This is an optimization exercise on Yosys and OpenROAD, whose aim is small area, a short achievable clock period and few clock cycles per item, not a production implementation.
Function was not checked in any run shown here: the RTL went through the layout flow alone.

**flow/run.sh**
```bash
#!/bin/bash
# synth_recipe.tcl (not shown) runs the flow's synth.tcl, then flattens the netlist and writes it again
# the make line also repeats each setting of config.mk as NAME=value (left out here)
make -C /OpenROAD-flow-scripts/flow DESIGN_CONFIG=/design/flow/config.mk WORK_HOME=/design/flow/orfs CLKGATE_MAP_FILE= SYNTH_SCRIPT=/design/flow/synth_recipe.tcl finish
```
**flow/config.mk**
```make
export PLATFORM = sky130hd
export DESIGN_NAME = systolic_array_top
export DESIGN_NICKNAME = systolic_array_top
export VERILOG_FILES = /design/flow/design.v
export SDC_FILE = /design/flow/constraint.sdc
export NUM_CORES = 4
export LEC_CHECK = 0
export ABC_CLOCK_PERIOD_IN_PS = 4000
export CAP_MARGIN = 20
export CORE_MARGIN = 2
export CORE_UTILIZATION = 40
export SETUP_SLACK_MARGIN = 5
export SLEW_MARGIN = 20
```
**flow/constraint.sdc**
```tcl
create_clock -name core_clock -period 10.0 [get_ports {clk}]
set_input_delay 2.0000 -clock core_clock [delete_from_list [all_inputs] [get_ports {clk}]]
set_output_delay 2.0000 -clock core_clock [all_outputs]
set_load 0.01 [all_outputs]
```
**flow/design.v**
```verilog
module PE (
    input  logic [8:0]  one,
    input  logic [7:0]  two,
    input  logic [7:0]  neg,
    input  logic [15:0] b,
    input  logic        first,
    input  logic [31:0] s_q,
    input  logic [31:0] c_q,
    output logic [31:0] s_out,
    output logic [31:0] c_out
);
    localparam logic [31:0] START = 32'h00020000;
    logic [31:0] s_in, c_in;
    assign s_in = first ? START : s_q;
    assign c_in = first ? 32'd0 : c_q;
    logic y1, y2, y3, y4, y5, y6, y7, y8, y9, y10, y11, y12, y13, y14, y15, y16, y17, nn18, y19, y20, y21, y22, y23, y24, y25, y26, y27, y28, y29, y30, y31, y32, y33, y34, y35, nn36, y37, y38, y39, y40, y41, y42, y43, y44, y45, y46, y47, y48, y49, y50, y51, y52, y53, nn54, y55, y56, y57, y58, y59, y60, y61, y62, y63, y64, y65, y66, y67, y68, y69, y70, y71, nn72, y73, y74, y75, y76, y77, y78, y79, y80, y81, y82, y83, y84, y85, y86, y87, y88, y89, nn90, y91, y92, y93, y94, y95, y96, y97, y98, y99, y100, y101, y102, y103, y104, y105, y106, y107, nn108, y109, y110, y111, y112, y113, y114, y115, y116, y117, y118, y119, y120, y121, y122, y123, y124, y125, nn126, y127, y128, y129, y130, y131, y132, y133, y134, y135, y136, y137, y138, y139, y140, y141, y142, y143, nn144, y145, y146, y147, y148, y149, y150, y151, y152, y153, y154, y155, y156, y157, y158, y159, y160, hs161, hc162, hs163, hc164, fs165, fc166, hs167, hc168, fs169, fc170, hs171, hc172, fs173, fc174, fs175, fc176, fs177, fc178, fs179, fc180, fs181, fc182, hs183, hc184, fs185, fc186, hs187, hc188, fs189, fc190, hs191, hc192, hs193, hc194, hs195, hc196, fs197, fc198, hs199, hc200, fs201, fc202, hs203, hc204, fs205, fc206, fs207, fc208, hs209, hc210, fs211, fc212, fs213, fc214, hs215, hc216, fs217, fc218, fs219, fc220, fs221, fc222, fs223, fc224, fs225, fc226, fs227, fc228, fs229, fc230, fs231, fc232, fs233, fc234, fs235, fc236, fs237, fc238, fs239, fc240, fs241, fc242, fs243, fc244, fs245, fc246, fs247, fc248, fs249, fc250, fs251, fc252, fs253, fc254, fs255, fc256, fs257, fc258, fs259, fc260, fs261, fc262, fs263, fc264, fs265, fc266, fs267, fc268, fs269, fc270, fs271, fc272, fs273, fc274, fs275, fc276, fs277, fc278, fs279, fc280, fs281, fc282, fs283, fc284, fs285, fc286, hs287, hc288, fs289, fc290, fs291, fc292, fs293, fc294, hs295, hc296, fs297, fc298, hs299, hc300, hs301, hc302, hs303, hc304, fs305, fc306, hs307, hc308, fs309, fc310, hs311, hc312, fs313, fc314, fs315, fc316, fs317, fc318, fs319, fc320, fs321, fc322, fs323, fc324, fs325, fc326, fs327, fc328, fs329, fc330, fs331, fc332, fs333, fc334, fs335, fc336, fs337, fc338, fs339, fc340, fs341, fc342, fs343, fc344, fs345, fc346, fs347, fc348, fs349, fc350, fs351, fc352, fs353, fc354, fs355, fc356, fs357, fc358, fs359, fc360, fs361, fc362, fs363, fc364, fs365, fc366, fs367, fc368, fs369, fc370, fs371, fc372, fs373, fc374, fs375, fc376, fs377, fc378, fs379, fc380, fs381, fc382, fs383, fc384, fs385, fc386, fs387, fc388, fs389, fc390, fs391, fc392, fs393, fc394, fs395, fc396, fs397, fc398, fs399, fc400, fs401, fc402, fs403, fc404, fs405, fc406, hs407, hc408, fs409, fc410, hs411, hc412, hs413, hc414, hs415, hc416, fs417, fc418, fs419, fc420, fs421, fc422, fs423, fc424, fs425, fc426, fs427, fc428, fs429, fc430, fs431, fc432, fs433, fc434, fs435, fc436, fs437, fc438, fs439, fc440, fs441, fc442, fs443, fc444, fs445, fc446, fs447, fc448, fs449, fc450, fs451, fc452, fs453, fc454, fs455, fc456, fs457, fc458, fs459, fc460, fs461, fc462, fs463, fc464, fs465, fc466, fs467, fc468, fs469, fc470, fs471, fc472, fs473, fc474, fs475, fc476, hs477, hc478, fs479, fc480, fs481, fc482, fs483, fc484, fs485, fc486, fs487, fc488, fs489, fc490, fs491, fc492, fs493, fc494, fs495, fc496, fs497, fc498, fs499, fc500, fs501, fc502, fs503, fc504, fs505, fc506, fs507, fc508, fs509, fc510, fs511, fc512, fs513, fc514, fs515, fc516, fs517, fc518, fs519, fc520, fs521, fc522, fs523, fc524, fs525, fc526, fs527, fc528, fs529, fc530, fs531, fc532, fs533, fc534, fs535, fc536, fs537, fc538, fs539, fc540;
    assign y1 = (one[0] & b[0]) ^ neg[0];
    assign y2 = ((one[0] & b[1]) | (two[0] & b[0])) ^ neg[0];
    assign y3 = ((one[0] & b[2]) | (two[0] & b[1])) ^ neg[0];
    assign y4 = ((one[0] & b[3]) | (two[0] & b[2])) ^ neg[0];
    assign y5 = ((one[0] & b[4]) | (two[0] & b[3])) ^ neg[0];
    assign y6 = ((one[0] & b[5]) | (two[0] & b[4])) ^ neg[0];
    assign y7 = ((one[0] & b[6]) | (two[0] & b[5])) ^ neg[0];
    assign y8 = ((one[0] & b[7]) | (two[0] & b[6])) ^ neg[0];
    assign y9 = ((one[0] & b[8]) | (two[0] & b[7])) ^ neg[0];
    assign y10 = ((one[0] & b[9]) | (two[0] & b[8])) ^ neg[0];
    assign y11 = ((one[0] & b[10]) | (two[0] & b[9])) ^ neg[0];
    assign y12 = ((one[0] & b[11]) | (two[0] & b[10])) ^ neg[0];
    assign y13 = ((one[0] & b[12]) | (two[0] & b[11])) ^ neg[0];
    assign y14 = ((one[0] & b[13]) | (two[0] & b[12])) ^ neg[0];
    assign y15 = ((one[0] & b[14]) | (two[0] & b[13])) ^ neg[0];
    assign y16 = ((one[0] & b[15]) | (two[0] & b[14])) ^ neg[0];
    assign y17 = (two[0] & b[15]) ^ neg[0];
    assign nn18 = ~neg[0];
    assign y19 = (one[1] & b[0]) ^ neg[1];
    assign y20 = ((one[1] & b[1]) | (two[1] & b[0])) ^ neg[1];
    assign y21 = ((one[1] & b[2]) | (two[1] & b[1])) ^ neg[1];
    assign y22 = ((one[1] & b[3]) | (two[1] & b[2])) ^ neg[1];
    assign y23 = ((one[1] & b[4]) | (two[1] & b[3])) ^ neg[1];
    assign y24 = ((one[1] & b[5]) | (two[1] & b[4])) ^ neg[1];
    assign y25 = ((one[1] & b[6]) | (two[1] & b[5])) ^ neg[1];
    assign y26 = ((one[1] & b[7]) | (two[1] & b[6])) ^ neg[1];
    assign y27 = ((one[1] & b[8]) | (two[1] & b[7])) ^ neg[1];
    assign y28 = ((one[1] & b[9]) | (two[1] & b[8])) ^ neg[1];
    assign y29 = ((one[1] & b[10]) | (two[1] & b[9])) ^ neg[1];
    assign y30 = ((one[1] & b[11]) | (two[1] & b[10])) ^ neg[1];
    assign y31 = ((one[1] & b[12]) | (two[1] & b[11])) ^ neg[1];
    assign y32 = ((one[1] & b[13]) | (two[1] & b[12])) ^ neg[1];
    assign y33 = ((one[1] & b[14]) | (two[1] & b[13])) ^ neg[1];
    assign y34 = ((one[1] & b[15]) | (two[1] & b[14])) ^ neg[1];
    assign y35 = (two[1] & b[15]) ^ neg[1];
    assign nn36 = ~neg[1];
    assign y37 = (one[2] & b[0]) ^ neg[2];
    assign y38 = ((one[2] & b[1]) | (two[2] & b[0])) ^ neg[2];
    assign y39 = ((one[2] & b[2]) | (two[2] & b[1])) ^ neg[2];
    assign y40 = ((one[2] & b[3]) | (two[2] & b[2])) ^ neg[2];
    assign y41 = ((one[2] & b[4]) | (two[2] & b[3])) ^ neg[2];
    assign y42 = ((one[2] & b[5]) | (two[2] & b[4])) ^ neg[2];
    assign y43 = ((one[2] & b[6]) | (two[2] & b[5])) ^ neg[2];
    assign y44 = ((one[2] & b[7]) | (two[2] & b[6])) ^ neg[2];
    assign y45 = ((one[2] & b[8]) | (two[2] & b[7])) ^ neg[2];
    assign y46 = ((one[2] & b[9]) | (two[2] & b[8])) ^ neg[2];
    assign y47 = ((one[2] & b[10]) | (two[2] & b[9])) ^ neg[2];
    assign y48 = ((one[2] & b[11]) | (two[2] & b[10])) ^ neg[2];
    assign y49 = ((one[2] & b[12]) | (two[2] & b[11])) ^ neg[2];
    assign y50 = ((one[2] & b[13]) | (two[2] & b[12])) ^ neg[2];
    assign y51 = ((one[2] & b[14]) | (two[2] & b[13])) ^ neg[2];
    assign y52 = ((one[2] & b[15]) | (two[2] & b[14])) ^ neg[2];
    assign y53 = (two[2] & b[15]) ^ neg[2];
    assign nn54 = ~neg[2];
    assign y55 = (one[3] & b[0]) ^ neg[3];
    assign y56 = ((one[3] & b[1]) | (two[3] & b[0])) ^ neg[3];
    assign y57 = ((one[3] & b[2]) | (two[3] & b[1])) ^ neg[3];
    assign y58 = ((one[3] & b[3]) | (two[3] & b[2])) ^ neg[3];
    assign y59 = ((one[3] & b[4]) | (two[3] & b[3])) ^ neg[3];
    assign y60 = ((one[3] & b[5]) | (two[3] & b[4])) ^ neg[3];
    assign y61 = ((one[3] & b[6]) | (two[3] & b[5])) ^ neg[3];
    assign y62 = ((one[3] & b[7]) | (two[3] & b[6])) ^ neg[3];
    assign y63 = ((one[3] & b[8]) | (two[3] & b[7])) ^ neg[3];
    assign y64 = ((one[3] & b[9]) | (two[3] & b[8])) ^ neg[3];
    assign y65 = ((one[3] & b[10]) | (two[3] & b[9])) ^ neg[3];
    assign y66 = ((one[3] & b[11]) | (two[3] & b[10])) ^ neg[3];
    assign y67 = ((one[3] & b[12]) | (two[3] & b[11])) ^ neg[3];
    assign y68 = ((one[3] & b[13]) | (two[3] & b[12])) ^ neg[3];
    assign y69 = ((one[3] & b[14]) | (two[3] & b[13])) ^ neg[3];
    assign y70 = ((one[3] & b[15]) | (two[3] & b[14])) ^ neg[3];
    assign y71 = (two[3] & b[15]) ^ neg[3];
    assign nn72 = ~neg[3];
    assign y73 = (one[4] & b[0]) ^ neg[4];
    assign y74 = ((one[4] & b[1]) | (two[4] & b[0])) ^ neg[4];
    assign y75 = ((one[4] & b[2]) | (two[4] & b[1])) ^ neg[4];
    assign y76 = ((one[4] & b[3]) | (two[4] & b[2])) ^ neg[4];
    assign y77 = ((one[4] & b[4]) | (two[4] & b[3])) ^ neg[4];
    assign y78 = ((one[4] & b[5]) | (two[4] & b[4])) ^ neg[4];
    assign y79 = ((one[4] & b[6]) | (two[4] & b[5])) ^ neg[4];
    assign y80 = ((one[4] & b[7]) | (two[4] & b[6])) ^ neg[4];
    assign y81 = ((one[4] & b[8]) | (two[4] & b[7])) ^ neg[4];
    assign y82 = ((one[4] & b[9]) | (two[4] & b[8])) ^ neg[4];
    assign y83 = ((one[4] & b[10]) | (two[4] & b[9])) ^ neg[4];
    assign y84 = ((one[4] & b[11]) | (two[4] & b[10])) ^ neg[4];
    assign y85 = ((one[4] & b[12]) | (two[4] & b[11])) ^ neg[4];
    assign y86 = ((one[4] & b[13]) | (two[4] & b[12])) ^ neg[4];
    assign y87 = ((one[4] & b[14]) | (two[4] & b[13])) ^ neg[4];
    assign y88 = ((one[4] & b[15]) | (two[4] & b[14])) ^ neg[4];
    assign y89 = (two[4] & b[15]) ^ neg[4];
    assign nn90 = ~neg[4];
    assign y91 = (one[5] & b[0]) ^ neg[5];
    assign y92 = ((one[5] & b[1]) | (two[5] & b[0])) ^ neg[5];
    assign y93 = ((one[5] & b[2]) | (two[5] & b[1])) ^ neg[5];
    assign y94 = ((one[5] & b[3]) | (two[5] & b[2])) ^ neg[5];
    assign y95 = ((one[5] & b[4]) | (two[5] & b[3])) ^ neg[5];
    assign y96 = ((one[5] & b[5]) | (two[5] & b[4])) ^ neg[5];
    assign y97 = ((one[5] & b[6]) | (two[5] & b[5])) ^ neg[5];
    assign y98 = ((one[5] & b[7]) | (two[5] & b[6])) ^ neg[5];
    assign y99 = ((one[5] & b[8]) | (two[5] & b[7])) ^ neg[5];
    assign y100 = ((one[5] & b[9]) | (two[5] & b[8])) ^ neg[5];
    assign y101 = ((one[5] & b[10]) | (two[5] & b[9])) ^ neg[5];
    assign y102 = ((one[5] & b[11]) | (two[5] & b[10])) ^ neg[5];
    assign y103 = ((one[5] & b[12]) | (two[5] & b[11])) ^ neg[5];
    assign y104 = ((one[5] & b[13]) | (two[5] & b[12])) ^ neg[5];
    assign y105 = ((one[5] & b[14]) | (two[5] & b[13])) ^ neg[5];
    assign y106 = ((one[5] & b[15]) | (two[5] & b[14])) ^ neg[5];
    assign y107 = (two[5] & b[15]) ^ neg[5];
    assign nn108 = ~neg[5];
    assign y109 = (one[6] & b[0]) ^ neg[6];
    assign y110 = ((one[6] & b[1]) | (two[6] & b[0])) ^ neg[6];
    assign y111 = ((one[6] & b[2]) | (two[6] & b[1])) ^ neg[6];
    assign y112 = ((one[6] & b[3]) | (two[6] & b[2])) ^ neg[6];
    assign y113 = ((one[6] & b[4]) | (two[6] & b[3])) ^ neg[6];
    assign y114 = ((one[6] & b[5]) | (two[6] & b[4])) ^ neg[6];
    assign y115 = ((one[6] & b[6]) | (two[6] & b[5])) ^ neg[6];
    assign y116 = ((one[6] & b[7]) | (two[6] & b[6])) ^ neg[6];
    assign y117 = ((one[6] & b[8]) | (two[6] & b[7])) ^ neg[6];
    assign y118 = ((one[6] & b[9]) | (two[6] & b[8])) ^ neg[6];
    assign y119 = ((one[6] & b[10]) | (two[6] & b[9])) ^ neg[6];
    assign y120 = ((one[6] & b[11]) | (two[6] & b[10])) ^ neg[6];
    assign y121 = ((one[6] & b[12]) | (two[6] & b[11])) ^ neg[6];
    assign y122 = ((one[6] & b[13]) | (two[6] & b[12])) ^ neg[6];
    assign y123 = ((one[6] & b[14]) | (two[6] & b[13])) ^ neg[6];
    assign y124 = ((one[6] & b[15]) | (two[6] & b[14])) ^ neg[6];
    assign y125 = (two[6] & b[15]) ^ neg[6];
    assign nn126 = ~neg[6];
    assign y127 = (one[7] & b[0]) ^ neg[7];
    assign y128 = ((one[7] & b[1]) | (two[7] & b[0])) ^ neg[7];
    assign y129 = ((one[7] & b[2]) | (two[7] & b[1])) ^ neg[7];
    assign y130 = ((one[7] & b[3]) | (two[7] & b[2])) ^ neg[7];
    assign y131 = ((one[7] & b[4]) | (two[7] & b[3])) ^ neg[7];
    assign y132 = ((one[7] & b[5]) | (two[7] & b[4])) ^ neg[7];
    assign y133 = ((one[7] & b[6]) | (two[7] & b[5])) ^ neg[7];
    assign y134 = ((one[7] & b[7]) | (two[7] & b[6])) ^ neg[7];
    assign y135 = ((one[7] & b[8]) | (two[7] & b[7])) ^ neg[7];
    assign y136 = ((one[7] & b[9]) | (two[7] & b[8])) ^ neg[7];
    assign y137 = ((one[7] & b[10]) | (two[7] & b[9])) ^ neg[7];
    assign y138 = ((one[7] & b[11]) | (two[7] & b[10])) ^ neg[7];
    assign y139 = ((one[7] & b[12]) | (two[7] & b[11])) ^ neg[7];
    assign y140 = ((one[7] & b[13]) | (two[7] & b[12])) ^ neg[7];
    assign y141 = ((one[7] & b[14]) | (two[7] & b[13])) ^ neg[7];
    assign y142 = ((one[7] & b[15]) | (two[7] & b[14])) ^ neg[7];
    assign y143 = (two[7] & b[15]) ^ neg[7];
    assign nn144 = ~neg[7];
    assign y145 = one[8] & b[0];
    assign y146 = one[8] & b[1];
    assign y147 = one[8] & b[2];
    assign y148 = one[8] & b[3];
    assign y149 = one[8] & b[4];
    assign y150 = one[8] & b[5];
    assign y151 = one[8] & b[6];
    assign y152 = one[8] & b[7];
    assign y153 = one[8] & b[8];
    assign y154 = one[8] & b[9];
    assign y155 = one[8] & b[10];
    assign y156 = one[8] & b[11];
    assign y157 = one[8] & b[12];
    assign y158 = one[8] & b[13];
    assign y159 = one[8] & b[14];
    assign y160 = one[8] & b[15];
    assign hs161 = y13 ^ y29;
    assign hc162 = y13 & y29;
    assign hs163 = y14 ^ y30;
    assign hc164 = y14 & y30;
    assign fs165 = y15 ^ y31 ^ y47;
    assign fc166 = (y15 & y31) | (y15 & y47) | (y31 & y47);
    assign hs167 = y63 ^ y79;
    assign hc168 = y63 & y79;
    assign fs169 = y16 ^ y32 ^ y48;
    assign fc170 = (y16 & y32) | (y16 & y48) | (y32 & y48);
    assign hs171 = y64 ^ y80;
    assign hc172 = y64 & y80;
    assign fs173 = y17 ^ y33 ^ y49;
    assign fc174 = (y17 & y33) | (y17 & y49) | (y33 & y49);
    assign fs175 = y65 ^ y81 ^ y97;
    assign fc176 = (y65 & y81) | (y65 & y97) | (y81 & y97);
    assign fs177 = nn18 ^ y34 ^ y50;
    assign fc178 = (nn18 & y34) | (nn18 & y50) | (y34 & y50);
    assign fs179 = y66 ^ y82 ^ y98;
    assign fc180 = (y66 & y82) | (y66 & y98) | (y82 & y98);
    assign fs181 = y35 ^ y51 ^ y67;
    assign fc182 = (y35 & y51) | (y35 & y67) | (y51 & y67);
    assign hs183 = y83 ^ y99;
    assign hc184 = y83 & y99;
    assign fs185 = nn36 ^ y52 ^ y68;
    assign fc186 = (nn36 & y52) | (nn36 & y68) | (y52 & y68);
    assign hs187 = y84 ^ y100;
    assign hc188 = y84 & y100;
    assign fs189 = y53 ^ y69 ^ y85;
    assign fc190 = (y53 & y69) | (y53 & y85) | (y69 & y85);
    assign hs191 = nn54 ^ y70;
    assign hc192 = nn54 & y70;
    assign hs193 = y7 ^ y23;
    assign hc194 = y7 & y23;
    assign hs195 = y8 ^ y24;
    assign hc196 = y8 & y24;
    assign fs197 = y9 ^ y25 ^ y41;
    assign fc198 = (y9 & y25) | (y9 & y41) | (y25 & y41);
    assign hs199 = y57 ^ y73;
    assign hc200 = y57 & y73;
    assign fs201 = y10 ^ y26 ^ y42;
    assign fc202 = (y10 & y26) | (y10 & y42) | (y26 & y42);
    assign hs203 = y58 ^ y74;
    assign hc204 = y58 & y74;
    assign fs205 = y11 ^ y27 ^ y43;
    assign fc206 = (y11 & y27) | (y11 & y43) | (y27 & y43);
    assign fs207 = y59 ^ y75 ^ y91;
    assign fc208 = (y59 & y75) | (y59 & y91) | (y75 & y91);
    assign hs209 = neg[5] ^ s_in[10];
    assign hc210 = neg[5] & s_in[10];
    assign fs211 = y12 ^ y28 ^ y44;
    assign fc212 = (y12 & y28) | (y12 & y44) | (y28 & y44);
    assign fs213 = y60 ^ y76 ^ y92;
    assign fc214 = (y60 & y76) | (y60 & y92) | (y76 & y92);
    assign hs215 = s_in[11] ^ c_in[11];
    assign hc216 = s_in[11] & c_in[11];
    assign fs217 = hs161 ^ y45 ^ y61;
    assign fc218 = (hs161 & y45) | (hs161 & y61) | (y45 & y61);
    assign fs219 = y77 ^ y93 ^ y109;
    assign fc220 = (y77 & y93) | (y77 & y109) | (y93 & y109);
    assign fs221 = neg[6] ^ s_in[12] ^ c_in[12];
    assign fc222 = (neg[6] & s_in[12]) | (neg[6] & c_in[12]) | (s_in[12] & c_in[12]);
    assign fs223 = hs163 ^ y46 ^ y62;
    assign fc224 = (hs163 & y46) | (hs163 & y62) | (y46 & y62);
    assign fs225 = y78 ^ y94 ^ y110;
    assign fc226 = (y78 & y94) | (y78 & y110) | (y94 & y110);
    assign fs227 = s_in[13] ^ c_in[13] ^ hc162;
    assign fc228 = (s_in[13] & c_in[13]) | (s_in[13] & hc162) | (c_in[13] & hc162);
    assign fs229 = fs165 ^ hs167 ^ y95;
    assign fc230 = (fs165 & hs167) | (fs165 & y95) | (hs167 & y95);
    assign fs231 = y111 ^ y127 ^ neg[7];
    assign fc232 = (y111 & y127) | (y111 & neg[7]) | (y127 & neg[7]);
    assign fs233 = s_in[14] ^ c_in[14] ^ hc164;
    assign fc234 = (s_in[14] & c_in[14]) | (s_in[14] & hc164) | (c_in[14] & hc164);
    assign fs235 = fs169 ^ hs171 ^ y96;
    assign fc236 = (fs169 & hs171) | (fs169 & y96) | (hs171 & y96);
    assign fs237 = y112 ^ y128 ^ s_in[15];
    assign fc238 = (y112 & y128) | (y112 & s_in[15]) | (y128 & s_in[15]);
    assign fs239 = c_in[15] ^ fc166 ^ hc168;
    assign fc240 = (c_in[15] & fc166) | (c_in[15] & hc168) | (fc166 & hc168);
    assign fs241 = fs173 ^ fs175 ^ y113;
    assign fc242 = (fs173 & fs175) | (fs173 & y113) | (fs175 & y113);
    assign fs243 = y129 ^ y145 ^ s_in[16];
    assign fc244 = (y129 & y145) | (y129 & s_in[16]) | (y145 & s_in[16]);
    assign fs245 = c_in[16] ^ fc170 ^ hc172;
    assign fc246 = (c_in[16] & fc170) | (c_in[16] & hc172) | (fc170 & hc172);
    assign fs247 = fs177 ^ fs179 ^ y114;
    assign fc248 = (fs177 & fs179) | (fs177 & y114) | (fs179 & y114);
    assign fs249 = y130 ^ y146 ^ s_in[17];
    assign fc250 = (y130 & y146) | (y130 & s_in[17]) | (y146 & s_in[17]);
    assign fs251 = c_in[17] ^ fc174 ^ fc176;
    assign fc252 = (c_in[17] & fc174) | (c_in[17] & fc176) | (fc174 & fc176);
    assign fs253 = fs181 ^ hs183 ^ y115;
    assign fc254 = (fs181 & hs183) | (fs181 & y115) | (hs183 & y115);
    assign fs255 = y131 ^ y147 ^ s_in[18];
    assign fc256 = (y131 & y147) | (y131 & s_in[18]) | (y147 & s_in[18]);
    assign fs257 = c_in[18] ^ fc178 ^ fc180;
    assign fc258 = (c_in[18] & fc178) | (c_in[18] & fc180) | (fc178 & fc180);
    assign fs259 = fs185 ^ hs187 ^ y116;
    assign fc260 = (fs185 & hs187) | (fs185 & y116) | (hs187 & y116);
    assign fs261 = y132 ^ y148 ^ s_in[19];
    assign fc262 = (y132 & y148) | (y132 & s_in[19]) | (y148 & s_in[19]);
    assign fs263 = c_in[19] ^ fc182 ^ hc184;
    assign fc264 = (c_in[19] & fc182) | (c_in[19] & hc184) | (fc182 & hc184);
    assign fs265 = fs189 ^ y101 ^ y117;
    assign fc266 = (fs189 & y101) | (fs189 & y117) | (y101 & y117);
    assign fs267 = y133 ^ y149 ^ s_in[20];
    assign fc268 = (y133 & y149) | (y133 & s_in[20]) | (y149 & s_in[20]);
    assign fs269 = c_in[20] ^ fc186 ^ hc188;
    assign fc270 = (c_in[20] & fc186) | (c_in[20] & hc188) | (fc186 & hc188);
    assign fs271 = hs191 ^ y86 ^ y102;
    assign fc272 = (hs191 & y86) | (hs191 & y102) | (y86 & y102);
    assign fs273 = y118 ^ y134 ^ y150;
    assign fc274 = (y118 & y134) | (y118 & y150) | (y134 & y150);
    assign fs275 = s_in[21] ^ c_in[21] ^ fc190;
    assign fc276 = (s_in[21] & c_in[21]) | (s_in[21] & fc190) | (c_in[21] & fc190);
    assign fs277 = y71 ^ y87 ^ y103;
    assign fc278 = (y71 & y87) | (y71 & y103) | (y87 & y103);
    assign fs279 = y119 ^ y135 ^ y151;
    assign fc280 = (y119 & y135) | (y119 & y151) | (y135 & y151);
    assign fs281 = s_in[22] ^ c_in[22] ^ hc192;
    assign fc282 = (s_in[22] & c_in[22]) | (s_in[22] & hc192) | (c_in[22] & hc192);
    assign fs283 = nn72 ^ y88 ^ y104;
    assign fc284 = (nn72 & y88) | (nn72 & y104) | (y88 & y104);
    assign fs285 = y120 ^ y136 ^ y152;
    assign fc286 = (y120 & y136) | (y120 & y152) | (y136 & y152);
    assign hs287 = s_in[23] ^ c_in[23];
    assign hc288 = s_in[23] & c_in[23];
    assign fs289 = y89 ^ y105 ^ y121;
    assign fc290 = (y89 & y105) | (y89 & y121) | (y105 & y121);
    assign fs291 = y137 ^ y153 ^ s_in[24];
    assign fc292 = (y137 & y153) | (y137 & s_in[24]) | (y153 & s_in[24]);
    assign fs293 = nn90 ^ y106 ^ y122;
    assign fc294 = (nn90 & y106) | (nn90 & y122) | (y106 & y122);
    assign hs295 = y138 ^ y154;
    assign hc296 = y138 & y154;
    assign fs297 = y107 ^ y123 ^ y139;
    assign fc298 = (y107 & y123) | (y107 & y139) | (y123 & y139);
    assign hs299 = nn108 ^ y124;
    assign hc300 = nn108 & y124;
    assign hs301 = y3 ^ y19;
    assign hc302 = y3 & y19;
    assign hs303 = y4 ^ y20;
    assign hc304 = y4 & y20;
    assign fs305 = y5 ^ y21 ^ y37;
    assign fc306 = (y5 & y21) | (y5 & y37) | (y21 & y37);
    assign hs307 = neg[2] ^ s_in[4];
    assign hc308 = neg[2] & s_in[4];
    assign fs309 = y6 ^ y22 ^ y38;
    assign fc310 = (y6 & y22) | (y6 & y38) | (y22 & y38);
    assign hs311 = s_in[5] ^ c_in[5];
    assign hc312 = s_in[5] & c_in[5];
    assign fs313 = hs193 ^ y39 ^ y55;
    assign fc314 = (hs193 & y39) | (hs193 & y55) | (y39 & y55);
    assign fs315 = neg[3] ^ s_in[6] ^ c_in[6];
    assign fc316 = (neg[3] & s_in[6]) | (neg[3] & c_in[6]) | (s_in[6] & c_in[6]);
    assign fs317 = hs195 ^ y40 ^ y56;
    assign fc318 = (hs195 & y40) | (hs195 & y56) | (y40 & y56);
    assign fs319 = s_in[7] ^ c_in[7] ^ hc194;
    assign fc320 = (s_in[7] & c_in[7]) | (s_in[7] & hc194) | (c_in[7] & hc194);
    assign fs321 = fs197 ^ hs199 ^ neg[4];
    assign fc322 = (fs197 & hs199) | (fs197 & neg[4]) | (hs199 & neg[4]);
    assign fs323 = s_in[8] ^ c_in[8] ^ hc196;
    assign fc324 = (s_in[8] & c_in[8]) | (s_in[8] & hc196) | (c_in[8] & hc196);
    assign fs325 = fs201 ^ hs203 ^ s_in[9];
    assign fc326 = (fs201 & hs203) | (fs201 & s_in[9]) | (hs203 & s_in[9]);
    assign fs327 = c_in[9] ^ fc198 ^ hc200;
    assign fc328 = (c_in[9] & fc198) | (c_in[9] & hc200) | (fc198 & hc200);
    assign fs329 = fs205 ^ fs207 ^ hs209;
    assign fc330 = (fs205 & fs207) | (fs205 & hs209) | (fs207 & hs209);
    assign fs331 = c_in[10] ^ fc202 ^ hc204;
    assign fc332 = (c_in[10] & fc202) | (c_in[10] & hc204) | (fc202 & hc204);
    assign fs333 = fs211 ^ fs213 ^ hs215;
    assign fc334 = (fs211 & fs213) | (fs211 & hs215) | (fs213 & hs215);
    assign fs335 = fc206 ^ fc208 ^ hc210;
    assign fc336 = (fc206 & fc208) | (fc206 & hc210) | (fc208 & hc210);
    assign fs337 = fs217 ^ fs219 ^ fs221;
    assign fc338 = (fs217 & fs219) | (fs217 & fs221) | (fs219 & fs221);
    assign fs339 = fc212 ^ fc214 ^ hc216;
    assign fc340 = (fc212 & fc214) | (fc212 & hc216) | (fc214 & hc216);
    assign fs341 = fs223 ^ fs225 ^ fs227;
    assign fc342 = (fs223 & fs225) | (fs223 & fs227) | (fs225 & fs227);
    assign fs343 = fc218 ^ fc220 ^ fc222;
    assign fc344 = (fc218 & fc220) | (fc218 & fc222) | (fc220 & fc222);
    assign fs345 = fs229 ^ fs231 ^ fs233;
    assign fc346 = (fs229 & fs231) | (fs229 & fs233) | (fs231 & fs233);
    assign fs347 = fc224 ^ fc226 ^ fc228;
    assign fc348 = (fc224 & fc226) | (fc224 & fc228) | (fc226 & fc228);
    assign fs349 = fs235 ^ fs237 ^ fs239;
    assign fc350 = (fs235 & fs237) | (fs235 & fs239) | (fs237 & fs239);
    assign fs351 = fc230 ^ fc232 ^ fc234;
    assign fc352 = (fc230 & fc232) | (fc230 & fc234) | (fc232 & fc234);
    assign fs353 = fs241 ^ fs243 ^ fs245;
    assign fc354 = (fs241 & fs243) | (fs241 & fs245) | (fs243 & fs245);
    assign fs355 = fc236 ^ fc238 ^ fc240;
    assign fc356 = (fc236 & fc238) | (fc236 & fc240) | (fc238 & fc240);
    assign fs357 = fs247 ^ fs249 ^ fs251;
    assign fc358 = (fs247 & fs249) | (fs247 & fs251) | (fs249 & fs251);
    assign fs359 = fc242 ^ fc244 ^ fc246;
    assign fc360 = (fc242 & fc244) | (fc242 & fc246) | (fc244 & fc246);
    assign fs361 = fs253 ^ fs255 ^ fs257;
    assign fc362 = (fs253 & fs255) | (fs253 & fs257) | (fs255 & fs257);
    assign fs363 = fc248 ^ fc250 ^ fc252;
    assign fc364 = (fc248 & fc250) | (fc248 & fc252) | (fc250 & fc252);
    assign fs365 = fs259 ^ fs261 ^ fs263;
    assign fc366 = (fs259 & fs261) | (fs259 & fs263) | (fs261 & fs263);
    assign fs367 = fc254 ^ fc256 ^ fc258;
    assign fc368 = (fc254 & fc256) | (fc254 & fc258) | (fc256 & fc258);
    assign fs369 = fs265 ^ fs267 ^ fs269;
    assign fc370 = (fs265 & fs267) | (fs265 & fs269) | (fs267 & fs269);
    assign fs371 = fc260 ^ fc262 ^ fc264;
    assign fc372 = (fc260 & fc262) | (fc260 & fc264) | (fc262 & fc264);
    assign fs373 = fs271 ^ fs273 ^ fs275;
    assign fc374 = (fs271 & fs273) | (fs271 & fs275) | (fs273 & fs275);
    assign fs375 = fc266 ^ fc268 ^ fc270;
    assign fc376 = (fc266 & fc268) | (fc266 & fc270) | (fc268 & fc270);
    assign fs377 = fs277 ^ fs279 ^ fs281;
    assign fc378 = (fs277 & fs279) | (fs277 & fs281) | (fs279 & fs281);
    assign fs379 = fc272 ^ fc274 ^ fc276;
    assign fc380 = (fc272 & fc274) | (fc272 & fc276) | (fc274 & fc276);
    assign fs381 = fs283 ^ fs285 ^ hs287;
    assign fc382 = (fs283 & fs285) | (fs283 & hs287) | (fs285 & hs287);
    assign fs383 = fc278 ^ fc280 ^ fc282;
    assign fc384 = (fc278 & fc280) | (fc278 & fc282) | (fc280 & fc282);
    assign fs385 = fs289 ^ fs291 ^ c_in[24];
    assign fc386 = (fs289 & fs291) | (fs289 & c_in[24]) | (fs291 & c_in[24]);
    assign fs387 = fc284 ^ fc286 ^ hc288;
    assign fc388 = (fc284 & fc286) | (fc284 & hc288) | (fc286 & hc288);
    assign fs389 = fs293 ^ hs295 ^ s_in[25];
    assign fc390 = (fs293 & hs295) | (fs293 & s_in[25]) | (hs295 & s_in[25]);
    assign fs391 = c_in[25] ^ fc290 ^ fc292;
    assign fc392 = (c_in[25] & fc290) | (c_in[25] & fc292) | (fc290 & fc292);
    assign fs393 = fs297 ^ y155 ^ s_in[26];
    assign fc394 = (fs297 & y155) | (fs297 & s_in[26]) | (y155 & s_in[26]);
    assign fs395 = c_in[26] ^ fc294 ^ hc296;
    assign fc396 = (c_in[26] & fc294) | (c_in[26] & hc296) | (fc294 & hc296);
    assign fs397 = hs299 ^ y140 ^ y156;
    assign fc398 = (hs299 & y140) | (hs299 & y156) | (y140 & y156);
    assign fs399 = s_in[27] ^ c_in[27] ^ fc298;
    assign fc400 = (s_in[27] & c_in[27]) | (s_in[27] & fc298) | (c_in[27] & fc298);
    assign fs401 = y125 ^ y141 ^ y157;
    assign fc402 = (y125 & y141) | (y125 & y157) | (y141 & y157);
    assign fs403 = s_in[28] ^ c_in[28] ^ hc300;
    assign fc404 = (s_in[28] & c_in[28]) | (s_in[28] & hc300) | (c_in[28] & hc300);
    assign fs405 = nn126 ^ y142 ^ y158;
    assign fc406 = (nn126 & y142) | (nn126 & y158) | (y142 & y158);
    assign hs407 = s_in[29] ^ c_in[29];
    assign hc408 = s_in[29] & c_in[29];
    assign fs409 = y143 ^ y159 ^ s_in[30];
    assign fc410 = (y143 & y159) | (y143 & s_in[30]) | (y159 & s_in[30]);
    assign hs411 = nn144 ^ y160;
    assign hc412 = nn144 & y160;
    assign hs413 = y1 ^ neg[0];
    assign hc414 = y1 & neg[0];
    assign hs415 = y2 ^ s_in[1];
    assign hc416 = y2 & s_in[1];
    assign fs417 = hs301 ^ neg[1] ^ s_in[2];
    assign fc418 = (hs301 & neg[1]) | (hs301 & s_in[2]) | (neg[1] & s_in[2]);
    assign fs419 = hs303 ^ s_in[3] ^ c_in[3];
    assign fc420 = (hs303 & s_in[3]) | (hs303 & c_in[3]) | (s_in[3] & c_in[3]);
    assign fs421 = fs305 ^ hs307 ^ c_in[4];
    assign fc422 = (fs305 & hs307) | (fs305 & c_in[4]) | (hs307 & c_in[4]);
    assign fs423 = fs309 ^ hs311 ^ fc306;
    assign fc424 = (fs309 & hs311) | (fs309 & fc306) | (hs311 & fc306);
    assign fs425 = fs313 ^ fs315 ^ fc310;
    assign fc426 = (fs313 & fs315) | (fs313 & fc310) | (fs315 & fc310);
    assign fs427 = fs317 ^ fs319 ^ fc314;
    assign fc428 = (fs317 & fs319) | (fs317 & fc314) | (fs319 & fc314);
    assign fs429 = fs321 ^ fs323 ^ fc318;
    assign fc430 = (fs321 & fs323) | (fs321 & fc318) | (fs323 & fc318);
    assign fs431 = fs325 ^ fs327 ^ fc322;
    assign fc432 = (fs325 & fs327) | (fs325 & fc322) | (fs327 & fc322);
    assign fs433 = fs329 ^ fs331 ^ fc326;
    assign fc434 = (fs329 & fs331) | (fs329 & fc326) | (fs331 & fc326);
    assign fs435 = fs333 ^ fs335 ^ fc330;
    assign fc436 = (fs333 & fs335) | (fs333 & fc330) | (fs335 & fc330);
    assign fs437 = fs337 ^ fs339 ^ fc334;
    assign fc438 = (fs337 & fs339) | (fs337 & fc334) | (fs339 & fc334);
    assign fs439 = fs341 ^ fs343 ^ fc338;
    assign fc440 = (fs341 & fs343) | (fs341 & fc338) | (fs343 & fc338);
    assign fs441 = fs345 ^ fs347 ^ fc342;
    assign fc442 = (fs345 & fs347) | (fs345 & fc342) | (fs347 & fc342);
    assign fs443 = fs349 ^ fs351 ^ fc346;
    assign fc444 = (fs349 & fs351) | (fs349 & fc346) | (fs351 & fc346);
    assign fs445 = fs353 ^ fs355 ^ fc350;
    assign fc446 = (fs353 & fs355) | (fs353 & fc350) | (fs355 & fc350);
    assign fs447 = fs357 ^ fs359 ^ fc354;
    assign fc448 = (fs357 & fs359) | (fs357 & fc354) | (fs359 & fc354);
    assign fs449 = fs361 ^ fs363 ^ fc358;
    assign fc450 = (fs361 & fs363) | (fs361 & fc358) | (fs363 & fc358);
    assign fs451 = fs365 ^ fs367 ^ fc362;
    assign fc452 = (fs365 & fs367) | (fs365 & fc362) | (fs367 & fc362);
    assign fs453 = fs369 ^ fs371 ^ fc366;
    assign fc454 = (fs369 & fs371) | (fs369 & fc366) | (fs371 & fc366);
    assign fs455 = fs373 ^ fs375 ^ fc370;
    assign fc456 = (fs373 & fs375) | (fs373 & fc370) | (fs375 & fc370);
    assign fs457 = fs377 ^ fs379 ^ fc374;
    assign fc458 = (fs377 & fs379) | (fs377 & fc374) | (fs379 & fc374);
    assign fs459 = fs381 ^ fs383 ^ fc378;
    assign fc460 = (fs381 & fs383) | (fs381 & fc378) | (fs383 & fc378);
    assign fs461 = fs385 ^ fs387 ^ fc382;
    assign fc462 = (fs385 & fs387) | (fs385 & fc382) | (fs387 & fc382);
    assign fs463 = fs389 ^ fs391 ^ fc386;
    assign fc464 = (fs389 & fs391) | (fs389 & fc386) | (fs391 & fc386);
    assign fs465 = fs393 ^ fs395 ^ fc390;
    assign fc466 = (fs393 & fs395) | (fs393 & fc390) | (fs395 & fc390);
    assign fs467 = fs397 ^ fs399 ^ fc394;
    assign fc468 = (fs397 & fs399) | (fs397 & fc394) | (fs399 & fc394);
    assign fs469 = fs401 ^ fs403 ^ fc398;
    assign fc470 = (fs401 & fs403) | (fs401 & fc398) | (fs403 & fc398);
    assign fs471 = fs405 ^ hs407 ^ fc402;
    assign fc472 = (fs405 & hs407) | (fs405 & fc402) | (hs407 & fc402);
    assign fs473 = fs409 ^ c_in[30] ^ fc406;
    assign fc474 = (fs409 & c_in[30]) | (fs409 & fc406) | (c_in[30] & fc406);
    assign fs475 = hs411 ^ s_in[31] ^ c_in[31];
    assign fc476 = (hs411 & s_in[31]) | (hs411 & c_in[31]) | (s_in[31] & c_in[31]);
    assign hs477 = hs413 ^ s_in[0];
    assign hc478 = hs413 & s_in[0];
    assign fs479 = hs415 ^ c_in[1] ^ hc414;
    assign fc480 = (hs415 & c_in[1]) | (hs415 & hc414) | (c_in[1] & hc414);
    assign fs481 = fs417 ^ c_in[2] ^ hc416;
    assign fc482 = (fs417 & c_in[2]) | (fs417 & hc416) | (c_in[2] & hc416);
    assign fs483 = fs419 ^ hc302 ^ fc418;
    assign fc484 = (fs419 & hc302) | (fs419 & fc418) | (hc302 & fc418);
    assign fs485 = fs421 ^ hc304 ^ fc420;
    assign fc486 = (fs421 & hc304) | (fs421 & fc420) | (hc304 & fc420);
    assign fs487 = fs423 ^ hc308 ^ fc422;
    assign fc488 = (fs423 & hc308) | (fs423 & fc422) | (hc308 & fc422);
    assign fs489 = fs425 ^ hc312 ^ fc424;
    assign fc490 = (fs425 & hc312) | (fs425 & fc424) | (hc312 & fc424);
    assign fs491 = fs427 ^ fc316 ^ fc426;
    assign fc492 = (fs427 & fc316) | (fs427 & fc426) | (fc316 & fc426);
    assign fs493 = fs429 ^ fc320 ^ fc428;
    assign fc494 = (fs429 & fc320) | (fs429 & fc428) | (fc320 & fc428);
    assign fs495 = fs431 ^ fc324 ^ fc430;
    assign fc496 = (fs431 & fc324) | (fs431 & fc430) | (fc324 & fc430);
    assign fs497 = fs433 ^ fc328 ^ fc432;
    assign fc498 = (fs433 & fc328) | (fs433 & fc432) | (fc328 & fc432);
    assign fs499 = fs435 ^ fc332 ^ fc434;
    assign fc500 = (fs435 & fc332) | (fs435 & fc434) | (fc332 & fc434);
    assign fs501 = fs437 ^ fc336 ^ fc436;
    assign fc502 = (fs437 & fc336) | (fs437 & fc436) | (fc336 & fc436);
    assign fs503 = fs439 ^ fc340 ^ fc438;
    assign fc504 = (fs439 & fc340) | (fs439 & fc438) | (fc340 & fc438);
    assign fs505 = fs441 ^ fc344 ^ fc440;
    assign fc506 = (fs441 & fc344) | (fs441 & fc440) | (fc344 & fc440);
    assign fs507 = fs443 ^ fc348 ^ fc442;
    assign fc508 = (fs443 & fc348) | (fs443 & fc442) | (fc348 & fc442);
    assign fs509 = fs445 ^ fc352 ^ fc444;
    assign fc510 = (fs445 & fc352) | (fs445 & fc444) | (fc352 & fc444);
    assign fs511 = fs447 ^ fc356 ^ fc446;
    assign fc512 = (fs447 & fc356) | (fs447 & fc446) | (fc356 & fc446);
    assign fs513 = fs449 ^ fc360 ^ fc448;
    assign fc514 = (fs449 & fc360) | (fs449 & fc448) | (fc360 & fc448);
    assign fs515 = fs451 ^ fc364 ^ fc450;
    assign fc516 = (fs451 & fc364) | (fs451 & fc450) | (fc364 & fc450);
    assign fs517 = fs453 ^ fc368 ^ fc452;
    assign fc518 = (fs453 & fc368) | (fs453 & fc452) | (fc368 & fc452);
    assign fs519 = fs455 ^ fc372 ^ fc454;
    assign fc520 = (fs455 & fc372) | (fs455 & fc454) | (fc372 & fc454);
    assign fs521 = fs457 ^ fc376 ^ fc456;
    assign fc522 = (fs457 & fc376) | (fs457 & fc456) | (fc376 & fc456);
    assign fs523 = fs459 ^ fc380 ^ fc458;
    assign fc524 = (fs459 & fc380) | (fs459 & fc458) | (fc380 & fc458);
    assign fs525 = fs461 ^ fc384 ^ fc460;
    assign fc526 = (fs461 & fc384) | (fs461 & fc460) | (fc384 & fc460);
    assign fs527 = fs463 ^ fc388 ^ fc462;
    assign fc528 = (fs463 & fc388) | (fs463 & fc462) | (fc388 & fc462);
    assign fs529 = fs465 ^ fc392 ^ fc464;
    assign fc530 = (fs465 & fc392) | (fs465 & fc464) | (fc392 & fc464);
    assign fs531 = fs467 ^ fc396 ^ fc466;
    assign fc532 = (fs467 & fc396) | (fs467 & fc466) | (fc396 & fc466);
    assign fs533 = fs469 ^ fc400 ^ fc468;
    assign fc534 = (fs469 & fc400) | (fs469 & fc468) | (fc400 & fc468);
    assign fs535 = fs471 ^ fc404 ^ fc470;
    assign fc536 = (fs471 & fc404) | (fs471 & fc470) | (fc404 & fc470);
    assign fs537 = fs473 ^ hc408 ^ fc472;
    assign fc538 = (fs473 & hc408) | (fs473 & fc472) | (hc408 & fc472);
    assign fs539 = fs475 ^ fc410 ^ fc474;
    assign fc540 = (fs475 & fc410) | (fs475 & fc474) | (fc410 & fc474);
    assign s_out = {fs539, fs537, fs535, fs533, fs531, fs529, fs527, fs525, fs523, fs521, fs519, fs517, fs515, fs513, fs511, fs509, fs507, fs505, fs503, fs501, fs499, fs497, fs495, fs493, fs491, fs489, fs487, fs485, fs483, fs481, fs479, hs477};
    assign c_out = {fc538, fc536, fc534, fc532, fc530, fc528, fc526, fc524, fc522, fc520, fc518, fc516, fc514, fc512, fc510, fc508, fc506, fc504, fc502, fc500, fc498, fc496, fc494, fc492, fc490, fc488, fc486, fc484, fc482, fc480, hc478, c_in[0]};
endmodule
module systolic_array (
    input  logic        clk,
    input  logic        first,
    input  logic [8:0]  one,
    input  logic [7:0]  two,
    input  logic [7:0]  neg,
    input  logic [47:0] b,
    output logic [95:0] sum
);
    logic [2:0][31:0] s_q, c_q, s_d, c_d;
    genvar j;
    generate
        for (j = 0; j < 3; j++) begin : g_col
            PE pe (
                .one  (one),
                .two  (two),
                .neg  (neg),
                .b    (b[16*j +: 16]),
                .first(first),
                .s_q  (s_q[j]),
                .c_q  (c_q[j]),
                .s_out(s_d[j]),
                .c_out(c_d[j])
            );
            assign sum[32*j +: 32] = s_q[j] + c_q[j];
        end
    endgenerate
    always_ff @(posedge clk) begin
        s_q <= s_d;
        c_q <= c_d;
    end
endmodule
module systolic_array_top #(
    parameter DATAWIDTH = 16,
    parameter N_SIZE = 3
) (
    input  logic clk,
    input  logic rst_n,
    input  logic valid_in,
    input  logic [N_SIZE*DATAWIDTH-1:0] matrix_a_in,    
    input  logic [N_SIZE*DATAWIDTH-1:0] matrix_b_in,    
    output logic valid_out,
    output logic [N_SIZE*DATAWIDTH*2-1:0] matrix_c_out
);
    logic [3:0] cnt;
    logic       first;      
    always_ff @(posedge clk, negedge rst_n) begin
        if (!rst_n) begin
            cnt       <= 4'd0;
            first     <= 1'b0;
            valid_out <= 1'b0;
        end else begin
            if (cnt == 4'd0) begin
                if (valid_in) cnt <= 4'd1;
            end else if (cnt != 4'd11) begin
                cnt <= cnt + 4'd1;
            end
            first     <= (cnt == 4'd0 && valid_in) || cnt == 4'd3 || cnt == 4'd6;
            valid_out <= cnt == 4'd3 || cnt == 4'd6 || cnt == 4'd9;
        end
    end
    logic [15:0]      a_next;
    logic [16:0]      a_pad;
    logic [2:0][15:0] a1, a2;
    logic [2:0][47:0] b;
    logic [8:0]       one;
    logic [7:0]       two, neg;
    assign a_next = valid_in ? matrix_a_in[15:0] : a1[2];
    assign a_pad  = {a_next, 1'b0};
    always_ff @(posedge clk) begin
        for (int i = 0; i < 8; i++) begin
            one[i] <= a_pad[2*i+1] ^ a_pad[2*i];
            two[i] <= (a_pad[2*i+2] & ~a_pad[2*i+1] & ~a_pad[2*i])
                    | (~a_pad[2*i+2] & a_pad[2*i+1] & a_pad[2*i]);
            neg[i] <= a_pad[2*i+2];
        end
        one[8] <= a_next[15];
        a1[0] <= valid_in ? matrix_a_in[31:16] : a2[2];
        a1[1] <= a1[0];
        a1[2] <= a1[1];
        a2[0] <= matrix_a_in[47:32];
        a2[1] <= a2[0];
        a2[2] <= a2[1];
        b[0]  <= valid_in ? matrix_b_in : b[2];
        b[1]  <= b[0];
        b[2]  <= b[1];
    end
    systolic_array u_array (
        .clk  (clk),
        .first(first),
        .one  (one),
        .two  (two),
        .neg  (neg),
        .b    (b[0]),
        .sum  (matrix_c_out)
    );
endmodule
```
==> results of run 1 <==
==> metal layers <==
layer / wire length (µm) / GRT usage
met5: 131 / 0
met4: 2675 / 0.06392
met3: 7938 / 0.05297
met2: 47460 / 0.3579
met1: 42020 / 0.2802
==> sequential cells by signal (all words and copies together), names as in the netlist <==
name / cells
neg: 7
a1: 48
u_array.s_q: 96
one: 9
u_array.c_q: 93
b: 144
valid_out: 1
first: 1
cnt: 4
two: 8
a2: 48
==> cells in the final DEF, fill, tap and decap left out, types with 10 or more instances in the layout <==
cell type | netlist | final
sky130_fd_sc_hd__fa_1 | 489 | 486
sky130_fd_sc_hd__inv_1 | 474 | 471
sky130_fd_sc_hd__xnor2_1 | 443 | 438
sky130_fd_sc_hd__dfxtp_1 | 453 | 411
sky130_fd_sc_hd__a22oi_1 | 361 | 361
sky130_fd_sc_hd__nand2_1 | 144 | 142
sky130_fd_sc_hd__clkdlybuf4s50_1 | 0 | 127
sky130_fd_sc_hd__ha_1 | 165 | 125
sky130_fd_sc_hd__nor2b_1 | 128 | 124
sky130_fd_sc_hd__buf_4 | 3 | 93
sky130_fd_sc_hd__nand2b_1 | 76 | 76
sky130_fd_sc_hd__mux2_2 | 71 | 71
sky130_fd_sc_hd__a21oi_1 | 96 | 68
sky130_fd_sc_hd__xor2_1 | 64 | 63
sky130_fd_sc_hd__nor2_1 | 61 | 58
sky130_fd_sc_hd__clkbuf_16 | 0 | 55
sky130_fd_sc_hd__dfxtp_2 | 0 | 40
sky130_fd_sc_hd__a21o_1 | 38 | 38
sky130_fd_sc_hd__o21ai_0 | 44 | 38
sky130_fd_sc_hd__ha_4 | 0 | 25
sky130_fd_sc_hd__a21oi_2 | 3 | 24
sky130_fd_sc_hd__buf_2 | 11 | 23
sky130_fd_sc_hd__dlygate4sd2_1 | 0 | 18
sky130_fd_sc_hd__mux2i_1 | 17 | 17
sky130_fd_sc_hd__o21ai_1 | 22 | 17
sky130_fd_sc_hd__nand4_1 | 15 | 15
sky130_fd_sc_hd__nand3_1 | 16 | 15
sky130_fd_sc_hd__ha_2 | 0 | 15
sky130_fd_sc_hd__and2_1 | 14 | 14
sky130_fd_sc_hd__o21a_1 | 14 | 14
sky130_fd_sc_hd__clkbuf_2 | 0 | 14
sky130_fd_sc_hd__clkbuf_8 | 0 | 10
==> layout make-up <==
type / instances / area (µm²)
Tap cell: 1176 / 1471
Inverter: 480 / 1802
Sequential cell: 459 / 9280
Multi-Input combinational cell: 2382 / 25230
Clock inverter: 28 / 440.4
Timing Repair Buffer: 290 / 2489
Clock buffer: 71 / 1536
Fill cell: 8401 / 47890
Antenna cell: 3 / 7.507
==> stage by stage <==
stage	hold slack, ns	cells
after CTS	0.3218	4874
final	0.3179	4889
after floorplan	0.3096	3600
after global placement	0.3095	4743
after global routing	0.3269	4886
after detailed placement	0.3121	4743
==> cell families after synthesis <==
kind of cell    after synthesis  share of synthesized area
buf+inv                     759                    0.07896
fa+ha+maj                   654                     0.3257
flops                       459                     0.2533
mux                          88                    0.02664
simple gates                484                    0.06878
xor+xnor                    507                     0.1220
compound gates              649                     0.1247
==> worst max path at each step <==
stage | startpoint | end | depth (start not counted)
6_report | u_array.s_q[65] | matrix_c_out[89] | 15
5_1_grt | u_array.s_q[65] | matrix_c_out[93] | 13
4_1_cts | u_array.c_q[65] | matrix_c_out[93] | 13
3_5_place_dp | u_array.s_q[65] | matrix_c_out[93] | 12
3_3_place_gp | u_array.s_q[65] | matrix_c_out[93] | 12
2_1_floorplan | u_array.s_q[33] | matrix_c_out[61] | 11
==> worst max-delay path: cells and delay by family (launching register included) <==
kind,cells,cell delay [ns]
compound gates,6,1.02
xor+xnor,1,0.13
fa+ha+maj,2,0.36
buf+inv,5,0.65
flops,1,0.33
simple gates,1,0.05
==> repair_timing <==
item / in CTS / in global routing
setup buffers: 32 / 12
endpoints found under the hold margin: 0 / 0
resized for setup: 266 / 99
pin swaps: 73 / 50
endpoints found under the setup margin: 71 / 56
==> results.yml, run 1 <==
run_status:
  status: "complete, no violations"
detailed_routing:
  route.detailed.vias_per_inst: 5.275
  dr.first_iter.drc_count: 1761
  detailedRoute.firstPassIterationCount: 6
  wl_per_cell_um: 20.50
  vias: 25790
  drc: 0
  ant_nets: 0
  drt_wl_total_mm: 100.2
synth:
  yosysUniqueCellTypes: 69
  synth_enable_flop_cells: 0
  synth.top_cell.area_share: 0.2689
  synthArstFlopShare: 0.01307
  top_count_cell_post_synth: "sky130_fd_sc_hd__fa_1"
  synth.ff_latch_count: 459
  ys_top_cells_by_count: "489 x sky130_fd_sc_hd__fa_1, 474 x sky130_fd_sc_hd__inv_1, 453 x sky130_fd_sc_hd__dfxtp_1"
  syn-mean-instance-area_um2: 10.11
  seq_total_area_yosys: 0.2533
  syn-instance-count: 3600
  synth.largest_area_cell: "sky130_fd_sc_hd__fa_1"
  dominantRegCellSynth: "sky130_fd_sc_hd__dfxtp_1"
  post_synth_instance_area_um2: 36400
  synth_area_leaders: "sky130_fd_sc_hd__fa_1 27%, sky130_fd_sc_hd__dfxtp_1 25%, sky130_fd_sc_hd__xnor2_1 11%"
  ys_warn_count: 2
  synthesized_netlist_net_count: 4353
sta:
  layout_worst_path_cycle_share: 0.5146
  fmax_ghz: 0.1943
  final.setup_skew_ns: 0.04007
  period_minus_slack_ns: 5.146
  maxSlewHeadroom: 0.3052
  grt_setup_unrepaired: "true"
  timing_max_transition_violations_final: 0
  setup_total_negative_slack_ns: 0
  worstMarginPinSlew_ns: 1.041
  finalHoldViolations: 0
  setup_violations: 0
  final.setup.worst_slack_ns: 4.854
clocking:
  worstSkewPairLatency_ns: 0.64
  cts.root.buffer_cell: "sky130_fd_sc_hd__clkbuf_16"
  tritoncts.num_buffers: 54
  cts_stage_hold_buffer_count: 0
  ctsLongestPathBuffers: 3
  cts_num_sinks: 459
  h-tree-depth: 2
  cts_tree: "built"
  clkSlewWorstSetupHoldPaths_ns: 0.06
placed_design:
  post_dp_cell_area_um2: 39170
  dpl_worst_slack_ns: 4.539
  place.detailed.hpwl_mm: 66.82
  globalplace.congestion: 0.8402
  placement.io_buffers: 195
worst_setup_path:
  required_ns: 8.00
  cp_cell_sequence: "ha_4 -> inv_2 -> fa_2 -> nor2b_2 -> o21ai_2 -> a21boi_4 -> buf_4 -> o31a_1 -> buf_4 -> o21ai_4 -> o31ai_2 -> buf_4 -> a31oi_2 -> xnor2_1 -> buf_2"
  crit-reg2reg-launch: "neg[0]"
  worst_setup_path_start_kind: "flop"
  critical-path-top-cell-by-count: "sky130_fd_sc_hd__buf_4"
  ff2ff_path_depth: 8
  setup.worst_path.class: "flop to output pin"
  timing.critical_path.fanout_max: 3
  cp_slowest_cell: "sky130_fd_sc_hd__dfxtp_2"
  worst_r2r_setup_slack_ns: 5.35
  timing.critical_path.to_type: "output pin"
  regToRegEndpoint: "u_array.s_q[17]"
  slowest_delay_ns: 0.33
  cp_data_arrival_time_ns: 3.15
layout:
  design_area_um2: 42250
  layout-drive-gt1-share: 0.1318
  nets: 4420
  flow.area_growth_from_synthesis_pct: 16.09
  utilization: 0.4687
global_routing:
  grt_usage: 0.2165
  grt_overflow_total: 0
  grt_first_pass_wirelength_mm: 158.3
  grt_max_degree: 86
  grt_antenna_before_repair: 13
  grt_pass1_vias: 27411
run:
  cap_violations: 0
floorplanning:
  chip_height_um: 305.7
  chipWidth_um: 305.7
  design.die.area_um2: 93430
  floorplan.rows: 110
  initial_utilization: 0.4038
  coreArea_um2: 90150
  ios: 196
min_path:
  hold_depth: 0
  min_from: "b[67]"
  hold_path_end: "b[115]"
  hold_class: "flop to flop"
==> inputs of run 2 (changes only) <==
--- a/flow/config.mk
+++ b/flow/config.mk
@@ -6,5 +6,4 @@
 export NUM_CORES = 4
 export LEC_CHECK = 0
-export ABC_CLOCK_PERIOD_IN_PS = 4000
 export CAP_MARGIN = 20
 export CORE_MARGIN = 2
==> run 2 against run 1 <==
  * Flip-flop and latch count is the same
  * Count of clock-buffer cells in the layout is the same
  * Clock skew unchanged
  * Critical path depth did not move
  * Cell area stayed put
  * Global-route usage is the same
  * Via count unchanged
  * Wire length unchanged
  * First-iteration DRC count unchanged
  * Critical path type unchanged
==> results.yml, run 2 <==
run_status:
  status: "complete, no violations"
synth:
  synth_enable_flop_cells: 0
  synth_area_leaders: "sky130_fd_sc_hd__fa_1 27%, sky130_fd_sc_hd__dfxtp_1 25%, sky130_fd_sc_hd__xnor2_1 11%"
  seq_total_area_yosys: 0.2533
  dominantRegCellSynth: "sky130_fd_sc_hd__dfxtp_1"
  post_synth_instance_area_um2: 36400
  syn-instance-count: 3600
  synth.largest_area_cell: "sky130_fd_sc_hd__fa_1"
  synth.ff_latch_count: 459
  synth.top_cell.area_share: 0.2689
  synthArstFlopShare: 0.01307
  ys_top_cells_by_count: "489 x sky130_fd_sc_hd__fa_1, 474 x sky130_fd_sc_hd__inv_1, 453 x sky130_fd_sc_hd__dfxtp_1"
  yosysUniqueCellTypes: 69
  synthesized_netlist_net_count: 4353
  syn-mean-instance-area_um2: 10.11
  ys_warn_count: 2
  top_count_cell_post_synth: "sky130_fd_sc_hd__fa_1"
worst_setup_path:
  cp_cell_sequence: "ha_4 -> inv_2 -> fa_2 -> nor2b_2 -> o21ai_2 -> a21boi_4 -> buf_4 -> o31a_1 -> buf_4 -> o21ai_4 -> o31ai_2 -> buf_4 -> a31oi_2 -> xnor2_1 -> buf_2"
  critical-path-top-delay-family: "compound AO/OA/AOI/OAI gates"
  critical_path.n_buffers_inverters: 5
  worst_r2r_setup_slack_ns: 5.35
  critical-path-top-cell-by-count: "sky130_fd_sc_hd__buf_4"
  crit-reg2reg-launch: "neg[0]"
  timing.critical_path.fanout_max: 3
  timing.critical_path.to_type: "output pin"
  setup.worst_path.class: "flop to output pin"
  cp_slowest_cell: "sky130_fd_sc_hd__dfxtp_2"
  regToRegEndpoint: "u_array.s_q[17]"
  worst_setup_path_start_kind: "flop"
  required_ns: 8.00
  ff2ff_path_depth: 8
  slowest_delay_ns: 0.33
  cp_data_arrival_time_ns: 3.15
global_routing:
  grt_max_degree: 86
  grt.met1_usage: 0.2802
  grt_overflow_total: 0
  grt_pass1_vias: 27411
  global_route.usage.met2: 0.3579
  groute.layer.met3.usage: 0.05297
  grt_first_pass_wirelength_mm: 158.3
  globalRoute.busiestLayer: "met2"
  grt_antenna_before_repair: 13
  grt_usage: 0.2165
sta:
  fmax_ghz: 0.1943
  timing_max_transition_violations_final: 0
  period_minus_slack_ns: 5.146
  setup_total_negative_slack_ns: 0
  finalHoldViolations: 0
  final.setup_skew_ns: 0.04007
  worstMarginPinSlew_ns: 1.041
  maxSlewHeadroom: 0.3052
  setup_violations: 0
  hold_ws_ns: 0.3179
  grt_setup_unrepaired: "true"
  layout_worst_path_cycle_share: 0.5146
layout:
  layout_commonest_cell: "sky130_fd_sc_hd__fa_1"
  nets: 4420
  layout-drive-gt1-share: 0.1318
  flow.area_growth_from_synthesis_pct: 16.09
  multiInputGateArea_um2: 25230
  reg.largest.list: "b: 144 flops, u_array.s_q: 96 flops, u_array.c_q: 93 flops"
  sequential_cell_area_um2: 9280
  largest_register_ffs: 144
  regMostFlops: "b"
  fillCellCount: 8401
  final_cells: 4889
  top_library_cells_by_usage_in_the_layout_fill_and_taps_aside: "486 x sky130_fd_sc_hd__fa_1, 471 x sky130_fd_sc_hd__inv_1, 438 x sky130_fd_sc_hd__xnor2_1"
clocking:
  cts_stage_hold_buffer_count: 0
  ctsLongestPathBuffers: 3
  tritoncts.num_buffers: 54
  cts_num_sinks: 459
  clkSlewWorstSetupHoldPaths_ns: 0.06
  h-tree-depth: 2
  worstSkewPairLatency_ns: 0.64
  cts.root.buffer_cell: "sky130_fd_sc_hd__clkbuf_16"
  cts_tree: "built"
min_path:
  hold_class: "flop to flop"
  hold_path_end: "b[115]"
  hold_depth: 0
  min_from: "b[67]"
floorplanning:
  chipWidth_um: 305.7
  chip_height_um: 305.7
  coreArea_um2: 90150
  design.die.area_um2: 93430
  initial_utilization: 0.4038
  ios: 196
  floorplan.rows: 110
run:
  cap_violations: 0
detailed_routing:
  wl_per_cell_um: 20.50
  ant_nets: 0
  drc: 0
  detailedRoute.firstPassIterationCount: 6
  drt_wl_total_mm: 100.2
  route.detailed.vias_per_inst: 5.275
  vias: 25790
  dr.first_iter.drc_count: 1761
placed_design:
  place.detailed.hpwl_mm: 66.82
  place.detailed.instances: 4743
  placement.io_buffers: 195
  globalplace.congestion: 0.8402
==> run 2: cell type report <==
class                      count  share of cell area
timing repair buffer         290             0.05890
tap                         1176             0.03482
antenna                        3           0.0001777
multi-input combinational   2382              0.5970
clock inverter                28             0.01042
inverter                     480             0.04264
clock buffer                  71             0.03636
sequential                   459              0.2196
==> run 2: metal layers <==
metal / up-vias / wire length (µm)
li1: 11694 / -
met1: 12963 / 42020
met2: 926 / 47460
met3: 185 / 7938
met4: 22 / 2675
met5: - / 131
==> run 2: per-stage QoR <==
stage	setup WS, ns	area [µm²]	utilization
finish	4.854	42250	0.4687
detailed placement	4.539	39170	0.4345
global placement	4.573	39170	0.4345
global route	4.681	42250	0.4686
floorplan	5.578	36400	-
CTS	4.721	41930	0.4651
==> run 2: kinds of logic (layout without fill, tap and decap cells) <==
logic type	after synthesis	count (layout)	synth area share
AO/OA/AOI/OAI	649	649	0.1247
XOR/XNOR	507	507	0.1220
adder cells (fa/ha/maj)	654	654	0.3257
buffers and inverters	759	869	0.07896
flip-flops	459	459	0.2533
multiplexers	88	88	0.02664
other	0	3	0
AND/OR/NAND/NOR	484	484	0.06878
==> run 2: worst max-delay path by stage <==
stage,startpoint,to,slack [ns],cells past startpoint
5_1_grt,u_array.s_q[65],matrix_c_out[93],4.68,13
3_5_place_dp,u_array.s_q[65],matrix_c_out[93],4.54,12
6_report,u_array.s_q[65],matrix_c_out[89],4.85,15
3_3_place_gp,u_array.s_q[65],matrix_c_out[93],4.57,12
2_1_floorplan,u_array.s_q[33],matrix_c_out[61],5.58,11
4_1_cts,u_array.c_q[65],matrix_c_out[93],4.72,13
==> run 2: worst reg2reg max path, cell delays in order, from the launching register on <==
cell and delay (ns):
sky130_fd_sc_hd__dfxtp_2 0.31, sky130_fd_sc_hd__buf_4 0.69, sky130_fd_sc_hd__inv_1 0.50, sky130_fd_sc_hd__buf_4 0.36, sky130_fd_sc_hd__fa_1 0.54, sky130_fd_sc_hd__fa_1 0.53
sky130_fd_sc_hd__fa_1 0.53, sky130_fd_sc_hd__fa_1 0.58, sky130_fd_sc_hd__fa_1 0.55
==> run 2: what timing repair did <==
action | in CTS | in global routing
resized for setup | 266 | 99
buffers inserted | 32 | 12
setup endpoints to repair | 71 | 56
pin swaps | 73 | 50

static timing again, ports no longer ideal:
The results above use ideal ports. As a check the final layouts listed here were re-extracted and re-timed, cells and wires unchanged.
Step 1, drivers: a clkbuf_16 drives clk and a buf_2 each remaining input, both assumed.
Step 2 adds t to the input delays and takes it off the output delays; t is the mean of the earliest and latest rising clock arrival at the registers after step 1. Input paths then give back, and output paths get back, about the clock's delay inside the block.
Three values: ideal ports, drivers, drivers and shift; two values: the first two.
run	shift t [ns]	slack for setup (ns)	worst setup path at the end
run 1	0.695	4.854 / 4.783 / 5.354	register to register
run 2	0.695	4.854 / 4.783 / 5.354	register to register
After both steps every run listed still meets setup and hold.
